Source: an optimization exercise on an open RTL-to-GDS flow (aim: small area and a short achievable clock period). Production flows keep margins and buffers that such runs may drop.
The RTL was checked by simulation tests, not by an equivalence proof against the original design.
Power and IR drop assume default switching activity.

## JK
==> flow/design.v (excerpt) <==
module fifo(clk, rst, buf_in, buf_out, wr_en, rd_en, buf_empty, buf_full, fifo_counter);
export LEC_CHECK = 0
export CAP_MARGIN = 20
export CORE_MARGIN = 2
export CORE_UTILIZATION = 65
export CTS_CLUSTER_DIAMETER = 60
export CTS_CLUSTER_SIZE = 22
export PLACE_DENSITY = 0.75
export SETUP_SLACK_MARGIN = 1.4
export SLEW_MARGIN = 20
export SYNTH_HIERARCHICAL = 1
create_clock -name core_clock -period 3.0 [get_ports {clk}]
standard.sh (not shown) runs the stock make flow with config.mk's settings and CLKGATE_MAP_FILE= SYNTH_SCRIPT=/design/flow/synth_recipe.tcl, a recipe that flattens the netlist after the stock synthesis.
==> flow/flow/run.sh <==
#!/bin/bash
# The standard ORFS layout with three changes: clock tree synthesis
# inserts no dummy loads; the port buffers are plain buf cells (buffer_ports
# would otherwise pick a slow delay cell); and the resizer may swap cells
# across footprints (MATCH_CELL_FOOTPRINT=0).
# The make output goes to standard.log; ORFS keeps each step's log under orfs/logs.
set -euo pipefail
export CTS_ARGS="-sink_clustering_enable -repair_clock_nets -sink_clustering_size 22 -sink_clustering_max_diameter 60 -dont_use_dummy_load"
export BUFFER_PORTS_ARGS="-buffer_cell sky130_fd_sc_hd__buf_2"
bash standard.sh MATCH_CELL_FOOTPRINT=0 finish > standard.log 2>&1
JK finished every step from synthesis to the final layout, and the layout passed the timing, design-rule and antenna checks.
diff inputs: JK => MS
Settings: a deleted PLACE_DENSITY that had been 0.75; a change of CORE_UTILIZATION from 65 to 58.
Results
Lower non-clock buffer area fraction after layout was reported by MS, not JK.
[MS vs JK] tap cell count: higher in MS
MS completed; timing, DRC and antenna clean
[compare] base=JK new=MS: fraction of power consumed by the clock network saw an increase; first-iteration DRC count moved down; sum of met2 wire segment lengths after detailed routing decreased 1.5 mm.
Sum of routed wire length over all layers in MS is 2.9% lower than in JK
[inputs] AL vs MS
Settings: CORE_UTILIZATION: 58 -> 65.
## What came out
Looking at standard cell with the maximum stage delay on the critical path, the sky130_fd_sc_hd__dfxtp_1 result is from AL; the sky130_fd_sc_hd__dfxtp_4 one comes from MS.
Sum of routed wire length over all layers was higher in MS than in AL.
Going from MS to AL, total chip power decreased by about 0.9% relative to the old numbers; final area fell by about 1.8%.
AL vs. MS: critical path depth rose by 5, hold slack increased 0.012 ns, sequential share of layout area went up 1.3 points.
MS reports its origin of the worst setup path as fifo_counter[0] while AL reports sel_lo[2].
#### Input delta (TR over AL)
diff --git a/flow/flow/run.sh b/flow/flow/run.sh
--- a/flow/flow/run.sh
+++ b/flow/flow/run.sh
@@ -7,3 +7,3 @@
 set -euo pipefail
-export CTS_ARGS="-sink_clustering_enable -repair_clock_nets -sink_clustering_size 22 -sink_clustering_max_diameter 60 -dont_use_dummy_load"
+export CTS_ARGS="-sink_clustering_enable -repair_clock_nets -sink_clustering_size 18 -sink_clustering_max_diameter 50 -dont_use_dummy_load"
 export BUFFER_PORTS_ARGS="-buffer_cell sky130_fd_sc_hd__buf_2"
## What came out
- From AL to TR the numbers moved as follows: power +about 3.4%, slack of the worst reg-to-reg path ~0 delta, worst hold path stage count ~0 delta, storage element area ~0 delta, pin slew with the least headroom to its limit +0.040 ns.
- For clock skew, TR and AL come out practically identical.
- The number of buffers inserted during clock tree synthesis of TR is higher than that of AL.
- Going from AL to TR, via density per instance shrank slightly.

run A:
The RTL this note starts from:
==> flow/design.v <==
`timescale 1ns / 1ps
module fifo(clk, rst, buf_in, buf_out, wr_en, rd_en, buf_empty, buf_full, fifo_counter);
input clk, rst, wr_en, rd_en;
input [7:0] buf_in;
output [7:0] buf_out;
output buf_full, buf_empty;
output [6:0] fifo_counter;
reg [7:0] buf_out;
reg [6:0] fifo_counter;   
reg buf_full;             
reg buf_empty;            
reg [6:0] cnt;            
reg empty_r;              
reg [511:0] store;
reg [7:0] sel_lo;         
reg [7:0] sel_hi;         
wire wr = wr_en & ~cnt[6];
wire rd = rd_en & ~empty_r;
wire inc = wr & ~rd;
wire dec = rd & ~wr;
wire inc_hi = inc & sel_lo[7];
wire dec_hi = dec & sel_lo[0];
wire rd_last = rd_en & (cnt == 7'd1);
wire rd_go = rd & ~rst;
wire rd_hold = ~rd & ~rst;
wire [7:0] sel_rd = sel_hi & {8{rd_go}};
wire [7:0] out_nx;
genvar b, j, q;
generate
  for (b = 0; b < 8; b = b + 1) begin : g_bit
    wire [7:0] grp;
    for (j = 0; j < 8; j = j + 1) begin : g_grp
      wire [7:0] d;
      for (q = 0; q < 8; q = q + 1) begin : g_ent
        assign d[q] = store[8*((8*j + q + 63) % 64) + b];
      end
      fifo_sel8 u_lo (.s(sel_lo), .d(d), .y(grp[j]));
    end
    fifo_sel8h u_hi (.s(sel_rd), .d(grp), .h(rd_hold), .q(buf_out[b]), .y(out_nx[b]));
  end
endgenerate
always @(posedge clk)
  if (wr)
    store <= {store[503:0], buf_in};
wire [6:0] cnt_inc = cnt + 7'd1;
wire [6:0] cnt_dec = cnt - 7'd1;
wire up = inc & ~rst;
wire dn = dec & ~rst;
wire keep = ~inc & ~dec & ~rst;
wire up_hi = inc_hi & ~rst;
wire dn_hi = dec_hi & ~rst;
wire keep_hi = ~inc_hi & ~dec_hi & ~rst;
wire [6:0] cnt_nx, cnt_out_nx;
wire [7:0] lo_nx, hi_nx;
wire full_nx, empty_nx, empty_out_nx;
generate
  for (q = 0; q < 7; q = q + 1) begin : g_cnt
    fifo_upd u_c (.i(up), .d(dn), .h(keep), .a(cnt_inc[q]), .b(cnt_dec[q]), .c(cnt[q]),
                  .y(cnt_nx[q]));
    fifo_upd u_o (.i(up), .d(dn), .h(keep), .a(cnt_inc[q]), .b(cnt_dec[q]), .c(cnt[q]),
                  .y(cnt_out_nx[q]));
  end
  for (q = 0; q < 8; q = q + 1) begin : g_ring
    if (q == 0) begin : g_first
      fifo_upd_set u_l (.r(rst), .i(up), .d(dn), .h(keep), .a(sel_lo[7]), .b(sel_lo[1]),
                        .c(sel_lo[0]), .y(lo_nx[0]));
      fifo_upd_set u_h (.r(rst), .i(up_hi), .d(dn_hi), .h(keep_hi), .a(sel_hi[7]),
                        .b(sel_hi[1]), .c(sel_hi[0]), .y(hi_nx[0]));
    end else begin : g_rest
      fifo_upd u_l (.i(up), .d(dn), .h(keep), .a(sel_lo[q-1]), .b(sel_lo[(q+1)%8]),
                    .c(sel_lo[q]), .y(lo_nx[q]));
      fifo_upd u_h (.i(up_hi), .d(dn_hi), .h(keep_hi), .a(sel_hi[q-1]), .b(sel_hi[(q+1)%8]),
                    .c(sel_hi[q]), .y(hi_nx[q]));
    end
  end
endgenerate
fifo_upd u_full (.i(up), .d(dn), .h(keep), .a(cnt_inc[6]), .b(cnt_dec[6]), .c(cnt[6]),
                 .y(full_nx));
fifo_eupd u_e (.rst(rst), .wr(wr), .last(rd_last), .e(empty_r), .y(empty_nx));
fifo_eupd u_eo (.rst(rst), .wr(wr), .last(rd_last), .e(empty_r), .y(empty_out_nx));
always @(posedge clk) begin
  cnt <= cnt_nx;
  fifo_counter <= cnt_out_nx;
  buf_full <= full_nx;
  empty_r <= empty_nx;
  buf_empty <= empty_out_nx;
  sel_lo <= lo_nx;
  sel_hi <= hi_nx;
  buf_out <= out_nx;
end
endmodule
module fifo_sel8(s, d, y);
input [7:0] s, d;
output y;
assign y = |(s & d);
endmodule
module fifo_sel8h(s, d, h, q, y);
input [7:0] s, d;
input h, q;
output y;
assign y = |(s & d) | (h & q);
endmodule
module fifo_upd(i, d, h, a, b, c, y);
input i, d, h, a, b, c;
output y;
assign y = (i & a) | (d & b) | (h & c);
endmodule
module fifo_upd_set(r, i, d, h, a, b, c, y);
input r, i, d, h, a, b, c;
output y;
assign y = r | (i & a) | (d & b) | (h & c);
endmodule
module fifo_eupd(rst, wr, last, e, y);
input rst, wr, last, e;
output y;
assign y = rst | (~wr & (e | last));
endmodule
Settings: LEC_CHECK=0, CAP_MARGIN=20, CORE_MARGIN=2, CORE_UTILIZATION=65, CTS_CLUSTER_DIAMETER=60, CTS_CLUSTER_SIZE=22, SETUP_SLACK_MARGIN=1.55, SLEW_MARGIN=20, SYNTH_HIERARCHICAL=1; clock period 3.0 ns.
run.sh (not shown) runs the stock make flow with config.mk's settings and CLKGATE_MAP_FILE= SYNTH_SCRIPT=/design/flow/synth_recipe.tcl, a recipe that flattens the netlist after the stock synthesis.
Stock flow here: none of the scripts above is used.
Run A: all stages complete, timing, DRC and antenna checks passed
The inputs of run B differ from those of run A as listed below.
# run A
export LEC_CHECK = 0
export CAP_MARGIN = 20
export CORE_MARGIN = 2
export CORE_UTILIZATION = 65
export CTS_CLUSTER_DIAMETER = 60
export CTS_CLUSTER_SIZE = 22
export SETUP_SLACK_MARGIN = 1.55
export SLEW_MARGIN = 20
export SYNTH_HIERARCHICAL = 1
create_clock -name core_clock -period 3.0 [get_ports {clk}]
# run B
export LEC_CHECK = 0
export CAP_MARGIN = 20
export CORE_MARGIN = 2
export CORE_UTILIZATION = 65
export CTS_CLUSTER_DIAMETER = 60
export CTS_CLUSTER_SIZE = 22
export SETUP_SLACK_MARGIN = 1.4
export SLEW_MARGIN = 20
export SYNTH_HIERARCHICAL = 1
create_clock -name core_clock -period 3.0 [get_ports {clk}]
- Comparing the two runs side by side, run B comes out ahead of run A on slack of the worst reg-to-reg path.
- Compared with run A, in run B layout clock buffer count shrank by 1, part of the power in registers now sits higher, initial antenna violation count -1.
- Run B vs run A, highest-utilization routing layer at the global route stage: met1 vs met2
For run C, these inputs were changed with respect to run B:
# run B
export LEC_CHECK = 0
export CAP_MARGIN = 20
export CORE_MARGIN = 2
export CORE_UTILIZATION = 65
export CTS_CLUSTER_DIAMETER = 60
export CTS_CLUSTER_SIZE = 22
export SETUP_SLACK_MARGIN = 1.4
export SLEW_MARGIN = 20
export SYNTH_HIERARCHICAL = 1
create_clock -name core_clock -period 3.0 [get_ports {clk}]
# run C
export LEC_CHECK = 0
export CAP_MARGIN = 20
export CORE_MARGIN = 2
export CORE_UTILIZATION = 65
export SETUP_SLACK_MARGIN = 1.4
export SLEW_MARGIN = 20
export SYNTH_HIERARCHICAL = 1
create_clock -name core_clock -period 3.0 [get_ports {clk}]
==> flow/flow/run.sh (new file) <==
#!/bin/bash
# The standard ORFS layout, with three changes:
#  - the port buffers are plain buf cells (buffer_ports would otherwise pick
#    a delay cell that the footprint-matching resizer can never swap out);
#  - the resizer may swap cells across footprints (MATCH_CELL_FOOTPRINT=0);
#  - clock tree synthesis inserts no dummy loads.
# The make output goes to standard.log; ORFS keeps each step's log under orfs/logs.
set -euo pipefail
export BUFFER_PORTS_ARGS="-buffer_cell sky130_fd_sc_hd__buf_2"
export CTS_ARGS="-sink_clustering_enable -repair_clock_nets -sink_clustering_size 22 -sink_clustering_max_diameter 60 -dont_use_dummy_load"
bash standard.sh MATCH_CELL_FOOTPRINT=0 finish > standard.log 2>&1
==> flow/standard.sh (new file) <==
#!/bin/bash
# synth_recipe.tcl (not shown) runs the flow's synth.tcl, then flattens the netlist and writes it again
# the make line also repeats each setting of config.mk as NAME=value (left out here)
make -C /OpenROAD-flow-scripts/flow DESIGN_CONFIG=/design/flow/config.mk WORK_HOME=/design/flow/orfs CLKGATE_MAP_FILE= SYNTH_SCRIPT=/design/flow/synth_recipe.tcl "${@:-finish}"
removed: flow/run.sh
Notes after the runs:
- Run C reached the end of the flow, and the finished layout is clean on the timing, design-rule and antenna checks.
- Run C vs run B — sequential share of layout area rose 1.7 points.
- Between run C and run B, the post-route worst hold slack is lower for run C.
- Of run C and run B, the lower final area belongs to run C.
## Diff of input files: run D against run C
# run C
export LEC_CHECK = 0
export CAP_MARGIN = 20
export CORE_MARGIN = 2
export CORE_UTILIZATION = 65
export SETUP_SLACK_MARGIN = 1.4
export SLEW_MARGIN = 20
export SYNTH_HIERARCHICAL = 1
create_clock -name core_clock -period 3.0 [get_ports {clk}]
# run D
export LEC_CHECK = 0
export CAP_MARGIN = 20
export CORE_MARGIN = 2
export CORE_UTILIZATION = 65
export CTS_CLUSTER_DIAMETER = 60
export CTS_CLUSTER_SIZE = 22
export SETUP_SLACK_MARGIN = 1.2
export SLEW_MARGIN = 20
export SYNTH_HIERARCHICAL = 1
create_clock -name core_clock -period 3.0 [get_ports {clk}]
==> flow/run.sh (new file) <==
#!/bin/bash
# synth_recipe.tcl (not shown) runs the flow's synth.tcl, then flattens the netlist and writes it again
# the make line also repeats each setting of config.mk as NAME=value (left out here)
make -C /OpenROAD-flow-scripts/flow DESIGN_CONFIG=/design/flow/config.mk WORK_HOME=/design/flow/orfs CLKGATE_MAP_FILE= SYNTH_SCRIPT=/design/flow/synth_recipe.tcl finish
removed: flow/flow/run.sh
removed: flow/standard.sh
In summary, run D completed successfully, with a layout that passed the timing, design-rule and antenna checks.
Of run C and run D, the run reporting the higher sequential share of layout area was run D.
The clock share of power number comes out higher for run D vs run C.
Diff run C -> run D: power went up by about 3.2%; total length of routed wires down 9.5%.
Relative to run C, combinational share of power decreased by 1.2 points in run D.

[separate check: timing with driven ports]
The flow's constraints put no driver on any port. The routed layouts listed below were extracted and timed again, unchanged, in two steps. Step 1 sets driving cells, clkbuf_16 on the clock port and buf_2 on the other inputs (assumed; they add their load-dependent delay and slew). Step 2 adds t to the input delays and takes it off the output delays; t is the mean of the earliest and latest rising clock arrival at the registers after step 1. Input paths then give back, and output paths get back, about the clock's delay inside the block. a / b / c = ideal ports / drivers / drivers and shift; a / b = the first two.
run	t, ns	slack for setup (ns)	worst register clock-pin slew, ns
JK	0.572	1.238 / 1.238 / 0.911	0.09 / 0.09
MS	0.583	1.369 / 1.315 / 1.011	0.09 / 0.09
AL	0.575	1.385 / 1.347 / 0.908	0.09 / 0.09
TR	0.587	1.370 / 1.325 / 0.957	0.07 / 0.07
run A	0.594	1.097 / 1.097 / 0.715	0.10 / 0.10
run B	0.587	1.316 / 1.316 / 0.852	0.09 / 0.09
run C	0.569	1.230 / 1.230 / 0.842	0.09 / 0.09
run D	0.578	1.174 / 1.167 / 0.801	0.09 / 0.09
After both steps setup and hold are still met in every run listed. The setup slack of AL, which loses most, moves by -0.038 ns with the drivers and by -0.477 ns with both steps.
